What follows belongs to an exercise in optimizing a design on an open flow for small area; a production flow would make more cautious choices.
Only simulation tests tie the RTL to the original design; equivalence was not proved.
The flow treats the clock pin as an ideal source. Dropping or thinning the clock tree relies on that and would not hold on a real chip.
No activity file was given, so power comes from the tool's default toggle rates.

// EECS3216_Lab4
module EECS3216_Lab4 (input Clock,
                      input TimerON,
                      input Coin5,
                      input Coin10,
                      input Coin20,
                      input Reset,
                      output [6:0] tenSec,
                      output [6:0] oneSec,
                      output reg C5Enable,
                      output reg C10Enable,
                      output reg C20Enable);
For scale: about 220 cells after synthesis, about 36 flip-flops, roughly 23 I/O pins, roughly 1900 sq um of cells after synthesis.
Settings: LEC_CHECK=0, CAP_MARGIN=20, CORE_MARGIN=2, CORE_UTILIZATION=40, SLEW_MARGIN=20; clock period 20.0 ns.
run.sh (not shown) runs the stock make flow with config.mk's settings and CLKGATE_MAP_FILE= SYNTH_SCRIPT=/design/flow/synth_recipe.tcl, a recipe that flattens the netlist after the stock synthesis.
Change:
CTS_BUF_LIST = sky130_fd_sc_hd__clkbuf_4   (was not set)
CTS_CLUSTER_DIAMETER = 100   (was not set)
CTS_CLUSTER_SIZE = 40   (was not set)
Power fell by a little under a tenth; worst setup slack loses 0.063 ns; routed wire length goes up slightly; cell area goes down slightly; non-clock buffer count stays the same; worst hold slack gains 0.0047 ns; utilization went down by 0.89 points; final cell count stays the same; sequential share of layout area came out higher by 0.66 points; synthesized cell count stays the same.

---

## rev 12
EECS3216_Lab4, a different RTL version from the one above (not shown whole).
Size: roughly 200 cells after synthesis, ~36 flip-flops.
Settings: LEC_CHECK=0, CAP_MARGIN=20, CORE_MARGIN=2, CORE_UTILIZATION=40, CTS_BUF_LIST=sky130_fd_sc_hd__clkbuf_4, CTS_CLUSTER_DIAMETER=100, CTS_CLUSTER_SIZE=40, SLEW_MARGIN=20; clock period 20.0 ns.
Per the final summary, rev 12 finished and its layout is clean on timing, DRC and antenna.
Modified inputs, rev 13 compared to rev 12
==> flow/flow/run.sh (new file) <==
#!/bin/bash
# Own layout flow: the standard ORFS flow (standard.sh) with two changes.
#  - Synthesis maps the logic with the area-oriented ABC script flow/abc_area.script and does
#    not extract half/full adders. Everything else in synthesis (synth_recipe.tcl, ORFS's
#    synth.tcl, register mapping, flattening, renaming) is unchanged, so the registers are the
#    standard synthesis's.
#  - Port buffering uses the platform's smallest buffer, sky130_fd_sc_hd__buf_1.
# The scripts are ORFS's own, copied here so that only abc_area.script differs.
set -euo pipefail
W=$(pwd)
rm -rf "$W/scripts_area"
mkdir -p "$W/scripts_area"
cp -r "$FLOW_HOME/scripts/." "$W/scripts_area/"
cp "$W/flow/abc_area.script" "$W/scripts_area/abc_area.script"
bash standard.sh finish SCRIPTS_DIR="$W/scripts_area" ABC_AREA=1 ADDER_MAP_FILE= \
  "BUFFER_PORTS_ARGS=-buffer_cell sky130_fd_sc_hd__buf_1" \
  "CTS_ARGS=-buf_list sky130_fd_sc_hd__clkbuf_4 -root_buf sky130_fd_sc_hd__clkbuf_4 -sink_clustering_enable -sink_clustering_size 40 -sink_clustering_max_diameter 300 -dont_use_dummy_load -repair_clock_nets" > "$W/orfs_make.log" 2>&1
==> flow/flow/abc_area.script (new file) <==
strash
dc2
dch -f
amap
topo
dnsize -c
==> flow/standard.sh (new file) <==
#!/bin/bash
# synth_recipe.tcl (not shown) runs the flow's synth.tcl, then flattens the netlist and writes it again
# the make line also repeats each setting of config.mk as NAME=value (left out here)
make -C /OpenROAD-flow-scripts/flow DESIGN_CONFIG=/design/flow/config.mk WORK_HOME=/design/flow/orfs CLKGATE_MAP_FILE= SYNTH_SCRIPT=/design/flow/synth_recipe.tcl "${@:-finish}"
removed: flow/run.sh
- [rev 13] total core area fell 880 um^2 relative to rev 12
- In rev 13 relative to rev 12, total power had gone down by more than 10%.
- The source of the critical timing path comes out v_r in one run and u_r[0] in the other, namely in rev 12 and rev 13 respectively.
- Rev 13 has more setup slack than rev 12.

---

Starting RTL as in the previous note.
==> flow/config.mk <==
export PLATFORM = sky130hd
export DESIGN_NAME = EECS3216_Lab4
export DESIGN_NICKNAME = EECS3216_Lab4
export VERILOG_FILES = /design/flow/design.v
export SDC_FILE = /design/flow/constraint.sdc
export NUM_CORES = 4
export LEC_CHECK = 0
export CAP_MARGIN = 20
export CORE_MARGIN = 2
export CORE_UTILIZATION = 40
export CTS_BUF_LIST = sky130_fd_sc_hd__clkbuf_4
export CTS_CLUSTER_DIAMETER = 100
export CTS_CLUSTER_SIZE = 40
export SLEW_MARGIN = 20
==> flow/constraint.sdc <==
create_clock -name core_clock -period 20.0 [get_ports {Clock}]
set_input_delay 4.0000 -clock core_clock [delete_from_list [all_inputs] [get_ports {Clock}]]
set_output_delay 4.0000 -clock core_clock [all_outputs]
set_load 0.01 [all_outputs]
standard.sh (not shown) runs the stock make flow with config.mk's settings and CLKGATE_MAP_FILE= SYNTH_SCRIPT=/design/flow/synth_recipe.tcl, a recipe that flattens the netlist after the stock synthesis.
==> flow/flow/run.sh <==
#!/bin/bash
# Own layout flow: the standard ORFS flow (standard.sh) with two changes.
#  - Synthesis maps the logic with the area-oriented ABC script flow/abc_area.script and does
#    not extract half/full adders. Everything else in synthesis (synth_recipe.tcl, ORFS's
#    synth.tcl, register mapping, flattening, renaming) is unchanged, so the registers are the
#    standard synthesis's.
#  - Port buffering uses the platform's smallest buffer, sky130_fd_sc_hd__buf_1.
# The scripts are ORFS's own, copied here so that only abc_area.script differs.
set -euo pipefail
W=$(pwd)
rm -rf "$W/scripts_area"
mkdir -p "$W/scripts_area"
cp -r "$FLOW_HOME/scripts/." "$W/scripts_area/"
cp "$W/flow/abc_area.script" "$W/scripts_area/abc_area.script"
bash standard.sh finish SCRIPTS_DIR="$W/scripts_area" ABC_AREA=1 ADDER_MAP_FILE= \
  "BUFFER_PORTS_ARGS=-buffer_cell sky130_fd_sc_hd__buf_1" \
  "CTS_ARGS=-buf_list sky130_fd_sc_hd__clkbuf_8 -root_buf sky130_fd_sc_hd__clkbuf_8 -sink_clustering_enable -sink_clustering_size 40 -sink_clustering_max_diameter 1000 -num_static_layers 1 -dont_use_dummy_load -repair_clock_nets" > "$W/orfs_make.log" 2>&1
==> flow/flow/abc_area.script <==
strash
dc2
dch -f
amap
topo
dnsize -c
Edit:
==> flow/flow/run.sh (replaced) <==
#!/bin/bash
# Own layout flow: the standard ORFS flow (standard.sh) with these changes.
#  - Synthesis maps the logic with the area-oriented ABC script flow/abc_area.script and does
#    not extract half/full adders. Everything else in synthesis (synth_recipe.tcl, ORFS's
#    synth.tcl, register mapping, flattening, renaming) is unchanged, so the registers are the
#    standard synthesis's.
#  - Port buffering uses the platform's smallest buffer, sky130_fd_sc_hd__buf_1.
#  - Clock tree: the design has few registers, so the clock port drives one clock buffer
#    (sky130_fd_sc_hd__clkbuf_16) that drives every register's clock pin, in place of
#    TritonCTS's H-tree.
# The scripts are ORFS's own, copied here; only abc_area.script and cts.tcl's tree step differ.
set -euo pipefail
W=$(pwd)
rm -rf "$W/scripts_area"
mkdir -p "$W/scripts_area"
cp -r "$FLOW_HOME/scripts/." "$W/scripts_area/"
cp "$W/flow/abc_area.script" "$W/scripts_area/abc_area.script"
python3 - "$W/scripts_area/cts.tcl" <<'P'
import sys
f = sys.argv[1]
t = open(f).read()
old = "log_cmd clock_tree_synthesis {*}$cts_args"
assert old in t
new = """# one clock buffer at the centre of the registers, driving all of them
set sx 0
set sy 0
set ns 0
foreach it [[[ord::get_db_block] findNet Clock] getITerms] {
  set loc [[$it getInst] getLocation]
  set sx [expr {$sx + [lindex $loc 0]}]
  set sy [expr {$sy + [lindex $loc 1]}]
  incr ns
}
set dbu [[ord::get_db_tech] getDbUnitsPerMicron]
log_cmd insert_buffer -buffer_cell sky130_fd_sc_hd__clkbuf_16 -net Clock -buffer_name clkbuf_0_Clock -net_name clknet_0_Clock -location [list [expr {$sx / $ns / double($dbu)}] [expr {$sy / $ns / double($dbu)}]]
set_propagated_clock [all_clocks]"""
open(f, "w").write(t.replace(old, new))
P
bash standard.sh finish SCRIPTS_DIR="$W/scripts_area" ABC_AREA=1 ADDER_MAP_FILE= \
  "BUFFER_PORTS_ARGS=-buffer_cell sky130_fd_sc_hd__buf_1" > "$W/orfs_make.log" 2>&1
=> The new run finished clean; routed wire length decreases by 2.7%; cell count decreases by 1.6%; setup slack improved by 64 ps; die area stays the same.
Edit:
==> flow/flow/abc_area.script (replaced) <==
strash
&get -n
&deepsyn -T 20
&put
dch -f
amap
topo
dnsize -c
Outcome: Sequential power went down slightly. Cell count went down by a few percent. First-iteration DRC count went up by a quarter to a third. Global-route usage went up by 0.43 points. Final area went down by a few percent. Utilization went down by 0.30 points. Synthesized cell count went down by a little under a tenth. Total power went down by a few percent.
Edit:
==> flow/flow/abc_area.script (replaced) <==
strash
&get -n
&deepsyn -T 20
&put
dch -f
amap -F 4 -A 10
topo
dnsize -c
=> Total power stays flat; worst setup slack degrades by 35 ps; fmax decreases by 0.66%; core utilization decreases by 0.11 points.
The clock cells of the second, third and fourth runs of this note come from the design's own scripts or RTL, not from TritonCTS.

---

Setup of garnet:
EECS3216_Lab4 again, from the RTL that the note above started with.
==> flow/config.mk <==
export PLATFORM = sky130hd
export DESIGN_NAME = EECS3216_Lab4
export DESIGN_NICKNAME = EECS3216_Lab4
export VERILOG_FILES = /design/flow/design.v
export SDC_FILE = /design/flow/constraint.sdc
export NUM_CORES = 4
export LEC_CHECK = 0
export CAP_MARGIN = 20
export CORE_MARGIN = 2
export CORE_UTILIZATION = 40
export CTS_BUF_LIST = sky130_fd_sc_hd__clkbuf_4
export CTS_CLUSTER_DIAMETER = 100
export CTS_CLUSTER_SIZE = 40
export SLEW_MARGIN = 20
==> flow/constraint.sdc <==
create_clock -name core_clock -period 20.0 [get_ports {Clock}]
set_input_delay 4.0000 -clock core_clock [delete_from_list [all_inputs] [get_ports {Clock}]]
set_output_delay 4.0000 -clock core_clock [all_outputs]
set_load 0.01 [all_outputs]
==> flow/flow/run.sh <==
#!/bin/bash
# Own layout flow: the standard ORFS flow (standard.sh) with two changes.
#  - Synthesis maps the logic with the area-oriented ABC script flow/abc_area.script and does
#    not extract half/full adders. Everything else in synthesis (synth_recipe.tcl, ORFS's
#    synth.tcl, register mapping, flattening, renaming) is unchanged, so the registers are the
#    standard synthesis's.
#  - Port buffering uses the platform's smallest buffer, sky130_fd_sc_hd__buf_1.
# The scripts are ORFS's own, copied here so that only abc_area.script differs.
set -euo pipefail
W=$(pwd)
rm -rf "$W/scripts_area"
mkdir -p "$W/scripts_area"
cp -r "$FLOW_HOME/scripts/." "$W/scripts_area/"
cp "$W/flow/abc_area.script" "$W/scripts_area/abc_area.script"
bash standard.sh finish SCRIPTS_DIR="$W/scripts_area" ABC_AREA=1 ADDER_MAP_FILE= \
  "BUFFER_PORTS_ARGS=-buffer_cell sky130_fd_sc_hd__buf_1" \
  "CTS_ARGS=-buf_list sky130_fd_sc_hd__clkbuf_2 -root_buf sky130_fd_sc_hd__clkbuf_4 -sink_clustering_enable -sink_clustering_size 40 -sink_clustering_max_diameter 300 -dont_use_dummy_load -repair_clock_nets" > "$W/orfs_make.log" 2>&1
==> flow/flow/abc_area.script <==
strash
dc2
dch -f
amap
topo
dnsize -c
garnet did not stop at any stage, and its layout met the timing, DRC and antenna checks.
Input changes introduced in nickel (baseline for comparison: garnet):
==> flow/flow/run.sh <==
#!/bin/bash
# Own layout flow: the standard ORFS flow (standard.sh) with these changes.
#  - Synthesis maps the logic with the area-oriented ABC script flow/abc_area.script and does
#    not extract half/full adders. Everything else in synthesis (synth_recipe.tcl, ORFS's
#    synth.tcl, register mapping, flattening, renaming) is unchanged, so the registers are the
#    standard synthesis's.
#  - Port buffering uses the platform's smallest buffer, sky130_fd_sc_hd__buf_1.
#  - Clock tree: the design has few registers, so the clock port drives one clock buffer
#    (sky130_fd_sc_hd__clkbuf_8) that drives every register's clock pin, in place of
#    TritonCTS's H-tree.
# The scripts are ORFS's own, copied here; only abc_area.script and cts.tcl's tree step differ.
set -euo pipefail
W=$(pwd)
rm -rf "$W/scripts_area"
mkdir -p "$W/scripts_area"
cp -r "$FLOW_HOME/scripts/." "$W/scripts_area/"
cp "$W/flow/abc_area.script" "$W/scripts_area/abc_area.script"
python3 - "$W/scripts_area/cts.tcl" <<'P'
import sys
f = sys.argv[1]
t = open(f).read()
old = "log_cmd clock_tree_synthesis {*}$cts_args"
assert old in t
new = """log_cmd insert_buffer -buffer_cell sky130_fd_sc_hd__clkbuf_8 -net Clock -buffer_name clkbuf_0_Clock -net_name clknet_0_Clock
[[ord::get_db_block] findNet clknet_0_Clock] setSigType CLOCK
set_propagated_clock [all_clocks]"""
open(f, "w").write(t.replace(old, new))
P
bash standard.sh finish SCRIPTS_DIR="$W/scripts_area" ABC_AREA=1 ADDER_MAP_FILE= \
  "BUFFER_PORTS_ARGS=-buffer_cell sky130_fd_sc_hd__buf_1" > "$W/orfs_make.log" 2>&1
--- outcome ---
As the logs show, nickel stopped at clock tree synthesis (4_1_cts) after a tool error, so it never reached the end of the flow. Re detailed placer's ending HPWL: no difference whatsoever between garnet and nickel. Re number of instances in the synthesized netlist: no difference whatsoever between nickel and garnet. As far as overall die height goes, nickel and garnet are indistinguishable; the numbers are identical.

-- static timing again, ports no longer ideal --
The results above use ideal ports. As a check the final layouts listed here were re-extracted and re-timed, cells and wires unchanged. Step 1, drivers: a clkbuf_16 drives Clock and a buf_2 each remaining input, both assumed. Step 2 moves the port delays by t, midway between the first and last clock arrival at a register: inputs arrive t later, outputs are due t later. That takes back most of the time a late clock gives input paths. a / b / c = ideal / step 1 / step 2; a / b = the first two.
| run | shift t [ns] | setup WS [ns] | worst setup path at the end | worst data-port slew with drivers (ns) |
|---|---|---|---|---|
| the first run of note 1 | 0.304 | 14.009 / 13.983 / 14.287 | register to output | 0.03 |
| the second run of note 1 | 0.349 | 13.946 / 13.922 / 14.271 | register to output | 0.03 |
| rev 12 | 0.354 | 14.055 / 14.033 / 14.359 | input to register | 0.03 |
| rev 13 | 0.344 | 14.438 / 14.416 / 14.760 | register to output | 0.03 |
| the first run of note 3 | 0.298 | 14.497 / 14.472 / 14.771 | register to output | 0.03 |
| the second run of note 3 | 0.206 | 14.561 / 14.533 / 14.739 | register to output | 0.03 |
| the third run of note 3 | 0.200 | 14.677 / 14.651 / 14.831 | input to register | 0.03 |
| the fourth run of note 3 | 0.204 | 14.642 / 14.615 / 14.728 | input to register | 0.03 |
| garnet | 0.344 | 14.438 / 14.416 / 14.760 | register to output | 0.03 |
After both steps setup and hold are still met in every run listed.
